Background: an optimization exercise with open tools, aiming at small area, a short achievable clock period and few clock cycles. Do not read the settings as production practice.
At most, simulation tests tie the RTL to the original design; equivalence was not proved.
No activity file was given, so power comes from the tool's default toggle rates.

==> flow/design.v <==
module cordic (
    input  wire        clk,
    input  wire        rst_n,
    input  wire        start,
    input  wire [15:0] x_in,
    input  wire [15:0] y_in,
    input  wire [15:0] z_in,
    output reg         done,
    output wire [15:0] x_out,
    output wire [15:0] y_out,
    output wire [15:0] z_out
);
    reg [15:0] x, y, z;
    reg        busy;
    reg [3:0]  it;            
    wire [3:0] i_x = it, i_y = it, i_z = it;
    function [15:0] add16;
        input [15:0] a, b;
        input ci;
        reg [15:0] p, g, pp, gg;
        begin
            p = a ^ b;
            g = a & b;
            gg = g; pp = p;
            gg[0] = g[0] | (p[0] & ci);
            gg[15] = gg[15] | (pp[15] & gg[14]); pp[15] = pp[15] & pp[14];
            gg[13] = gg[13] | (pp[13] & gg[12]); pp[13] = pp[13] & pp[12];
            gg[11] = gg[11] | (pp[11] & gg[10]); pp[11] = pp[11] & pp[10];
            gg[9] = gg[9] | (pp[9] & gg[8]); pp[9] = pp[9] & pp[8];
            gg[7] = gg[7] | (pp[7] & gg[6]); pp[7] = pp[7] & pp[6];
            gg[5] = gg[5] | (pp[5] & gg[4]); pp[5] = pp[5] & pp[4];
            gg[3] = gg[3] | (pp[3] & gg[2]); pp[3] = pp[3] & pp[2];
            gg[1] = gg[1] | (pp[1] & gg[0]); pp[1] = pp[1] & pp[0];
            gg[15] = gg[15] | (pp[15] & gg[13]); pp[15] = pp[15] & pp[13];
            gg[11] = gg[11] | (pp[11] & gg[9]); pp[11] = pp[11] & pp[9];
            gg[7] = gg[7] | (pp[7] & gg[5]); pp[7] = pp[7] & pp[5];
            gg[3] = gg[3] | (pp[3] & gg[1]); pp[3] = pp[3] & pp[1];
            gg[15] = gg[15] | (pp[15] & gg[11]); pp[15] = pp[15] & pp[11];
            gg[7] = gg[7] | (pp[7] & gg[3]); pp[7] = pp[7] & pp[3];
            gg[15] = gg[15] | (pp[15] & gg[7]); pp[15] = pp[15] & pp[7];
            gg[11] = gg[11] | (pp[11] & gg[7]); pp[11] = pp[11] & pp[7];
            gg[13] = gg[13] | (pp[13] & gg[11]); pp[13] = pp[13] & pp[11];
            gg[9] = gg[9] | (pp[9] & gg[7]); pp[9] = pp[9] & pp[7];
            gg[5] = gg[5] | (pp[5] & gg[3]); pp[5] = pp[5] & pp[3];
            gg[14] = gg[14] | (pp[14] & gg[13]); pp[14] = pp[14] & pp[13];
            gg[12] = gg[12] | (pp[12] & gg[11]); pp[12] = pp[12] & pp[11];
            gg[10] = gg[10] | (pp[10] & gg[9]); pp[10] = pp[10] & pp[9];
            gg[8] = gg[8] | (pp[8] & gg[7]); pp[8] = pp[8] & pp[7];
            gg[6] = gg[6] | (pp[6] & gg[5]); pp[6] = pp[6] & pp[5];
            gg[4] = gg[4] | (pp[4] & gg[3]); pp[4] = pp[4] & pp[3];
            gg[2] = gg[2] | (pp[2] & gg[1]); pp[2] = pp[2] & pp[1];
            add16 = p ^ {gg[14:0], ci};
        end
    endfunction
    function [15:0] zadd;
        input [3:0] i;
        input neg;
        begin
            case ({neg, i})
                {1'b0, 4'd0}: zadd = 16'he000;   
                {1'b1, 4'd0}: zadd = 16'h2000;   
                {1'b0, 4'd1}: zadd = 16'hed1c;   
                {1'b1, 4'd1}: zadd = 16'h12e4;   
                {1'b0, 4'd2}: zadd = 16'hf605;   
                {1'b1, 4'd2}: zadd = 16'h09fb;   
                {1'b0, 4'd3}: zadd = 16'hfaef;   
                {1'b1, 4'd3}: zadd = 16'h0511;   
                {1'b0, 4'd4}: zadd = 16'hfd75;   
                {1'b1, 4'd4}: zadd = 16'h028b;   
                {1'b0, 4'd5}: zadd = 16'hfeba;   
                {1'b1, 4'd5}: zadd = 16'h0146;   
                {1'b0, 4'd6}: zadd = 16'hff5d;   
                {1'b1, 4'd6}: zadd = 16'h00a3;   
                {1'b0, 4'd7}: zadd = 16'hffaf;   
                {1'b1, 4'd7}: zadd = 16'h0051;   
                {1'b0, 4'd8}: zadd = 16'hffd7;   
                {1'b1, 4'd8}: zadd = 16'h0029;   
                {1'b0, 4'd9}: zadd = 16'hffec;   
                {1'b1, 4'd9}: zadd = 16'h0014;   
                {1'b0, 4'd10}: zadd = 16'hfff6;   
                {1'b1, 4'd10}: zadd = 16'h000a;   
                {1'b0, 4'd11}: zadd = 16'hfffb;   
                {1'b1, 4'd11}: zadd = 16'h0005;   
                default: zadd = 16'h0000;
            endcase
        end
    endfunction
    function [15:0] shr;
        input [15:0] v;
        input [3:0] s;
        begin
            shr = $signed(v) >>> s;
        end
    endfunction
    wire        neg = z[15];
    wire [15:0] xs  = shr(x, i_x);
    wire [15:0] ys  = shr(y, i_y);
    wire [15:0] xn  = add16(x, neg ? ys : ~ys, ~neg);
    wire [15:0] yn  = add16(y, neg ? ~xs : xs, neg);
    wire [15:0] zn  = add16(z, zadd(i_z, neg), 1'b0);
    always @(posedge clk) begin
        if (start) begin
            x <= x_in;
            y <= y_in;
            z <= z_in;
        end else begin
            x <= xn;
            y <= yn;
            z <= zn;
        end
    end
    always @(posedge clk) begin
        if (start) it <= 4'd0;
        else       it <= it + 4'd1;
    end
    wire last = it == 4'd11;
    always @(posedge clk or negedge rst_n) begin
        if (!rst_n) begin
            busy <= 1'b0;
            done <= 1'b0;
        end else begin
            done <= busy && last;
            if (start)     busy <= 1'b1;
            else if (last) busy <= 1'b0;
        end
    end
    assign x_out = x;
    assign y_out = y;
    assign z_out = z;
endmodule
export LEC_CHECK = 0
export CAP_MARGIN = 20
export CORE_MARGIN = 2
export CORE_UTILIZATION = 40
export SLEW_MARGIN = 20
create_clock -name core_clock -period 10.0 [get_ports {clk}]
standard.sh (not shown) runs the stock make flow with config.mk's settings and CLKGATE_MAP_FILE= SYNTH_SCRIPT=/design/flow/synth_recipe.tcl, a recipe that flattens the netlist after the stock synthesis.
==> flow/flow/run.sh <==
#!/bin/bash
# Standard layout, with the port buffers made from the smallest buffer cell
# and timing repair aimed at a setup slack of 5 ns.
set -euo pipefail
export BUFFER_PORTS_ARGS="-buffer_cell sky130_fd_sc_hd__buf_1"
bash standard.sh SETUP_SLACK_MARGIN=5 finish > standard.log 2>&1
The starting point passed the timing, DRC and antenna checks.
==> next run, changes <==
--- a/flow/design.v
+++ b/flow/design.v
@@ -9,14 +9,16 @@
     output wire [15:0] x_out,
     output wire [15:0] y_out,
     output wire [15:0] z_out
 );
     reg [15:0] x, y, z;
     reg        busy;
-    reg [3:0]  it;            
-    wire [3:0] i_x = it, i_y = it, i_z = it;
+    reg [3:0]  ia, ib;
+    wire [3:0] i_x = ia;
+    wire [3:0] i_y = ~ib;
+    wire [3:0] i_z = ia;
     function [15:0] add16;
         input [15:0] a, b;
         input ci;
         reg [15:0] p, g, pp, gg;
         begin
             p = a ^ b;
@@ -82,17 +84,17 @@
                 {1'b0, 4'd11}: zadd = 16'hfffb;   
                 {1'b1, 4'd11}: zadd = 16'h0005;   
                 default: zadd = 16'h0000;
             endcase
         end
     endfunction
-    function [15:0] shr;
-        input [15:0] v;
+    function signed [15:0] shr;
+        input signed [15:0] v;
         input [3:0] s;
         begin
-            shr = $signed(v) >>> s;
+            shr = v >>> s;
         end
     endfunction
     wire        neg = z[15];
     wire [15:0] xs  = shr(x, i_x);
     wire [15:0] ys  = shr(y, i_y);
     wire [15:0] xn  = add16(x, neg ? ys : ~ys, ~neg);
@@ -107,16 +109,21 @@
             x <= xn;
             y <= yn;
             z <= zn;
         end
     end
     always @(posedge clk) begin
-        if (start) it <= 4'd0;
-        else       it <= it + 4'd1;
+        if (start) begin
+            ia <= 4'd0;
+            ib <= 4'd15;
+        end else begin
+            ia <= ia + 4'd1;
+            ib <= ib - 4'd1;
+        end
     end
-    wire last = it == 4'd11;
+    wire last = ia == 4'd11;
     always @(posedge clk or negedge rst_n) begin
         if (!rst_n) begin
             busy <= 1'b0;
             done <= 1'b0;
         end else begin
             done <= busy && last;
Global-route usage drops by 0.71 points.
Non-clock buffer count drops by 1.
Synthesized area climbs by 1.5%.
Sequential share of layout area climbs by 0.60 points.
Total power climbs by about 7%.
Cell area climbs by 3.4%.
Setup slack improves by 0.046 ns.
Count of clock-buffer cells in the layout climbs by 7.
Utilization climbs by 1.4 points.
Hold slack degrades by 0.012 ns.
Testbench counts after the change, summed over its fixed seeds: cycles 12,488.
For the first run of this note, only the layout was checked, not whether the RTL still works.

==> what the ideal ports hide <==
In the flow no input, the clock included, has a driving cell. The finished layouts below were timed again as built, in two steps.
Step 1, drivers: a clkbuf_16 drives clk and a buf_2 each remaining input, both assumed.
Step 2 moves the port delays by t, midway between the first and last clock arrival at a register: inputs arrive t later, outputs are due t later. That takes back most of the time a late clock gives input paths.
Slacks: ideal / step 1 / step 2; pairs: ideal / step 1.
run | shift t [ns] | setup slack, ns | hold WS [ns] | latest minus earliest clock arrival (ns) | cell pins on the clock port's net
the first run | 0.346 | 5.355 / 5.355 / 5.355 | 0.482 / 0.482 / 0.482 | 0.006 / 0.007 | 1
the second run | 0.379 | 5.401 / 5.401 / 5.401 | 0.471 / 0.471 / 0.471 | 0.008 / 0.008 | 1
After both steps every run listed still meets setup and hold.
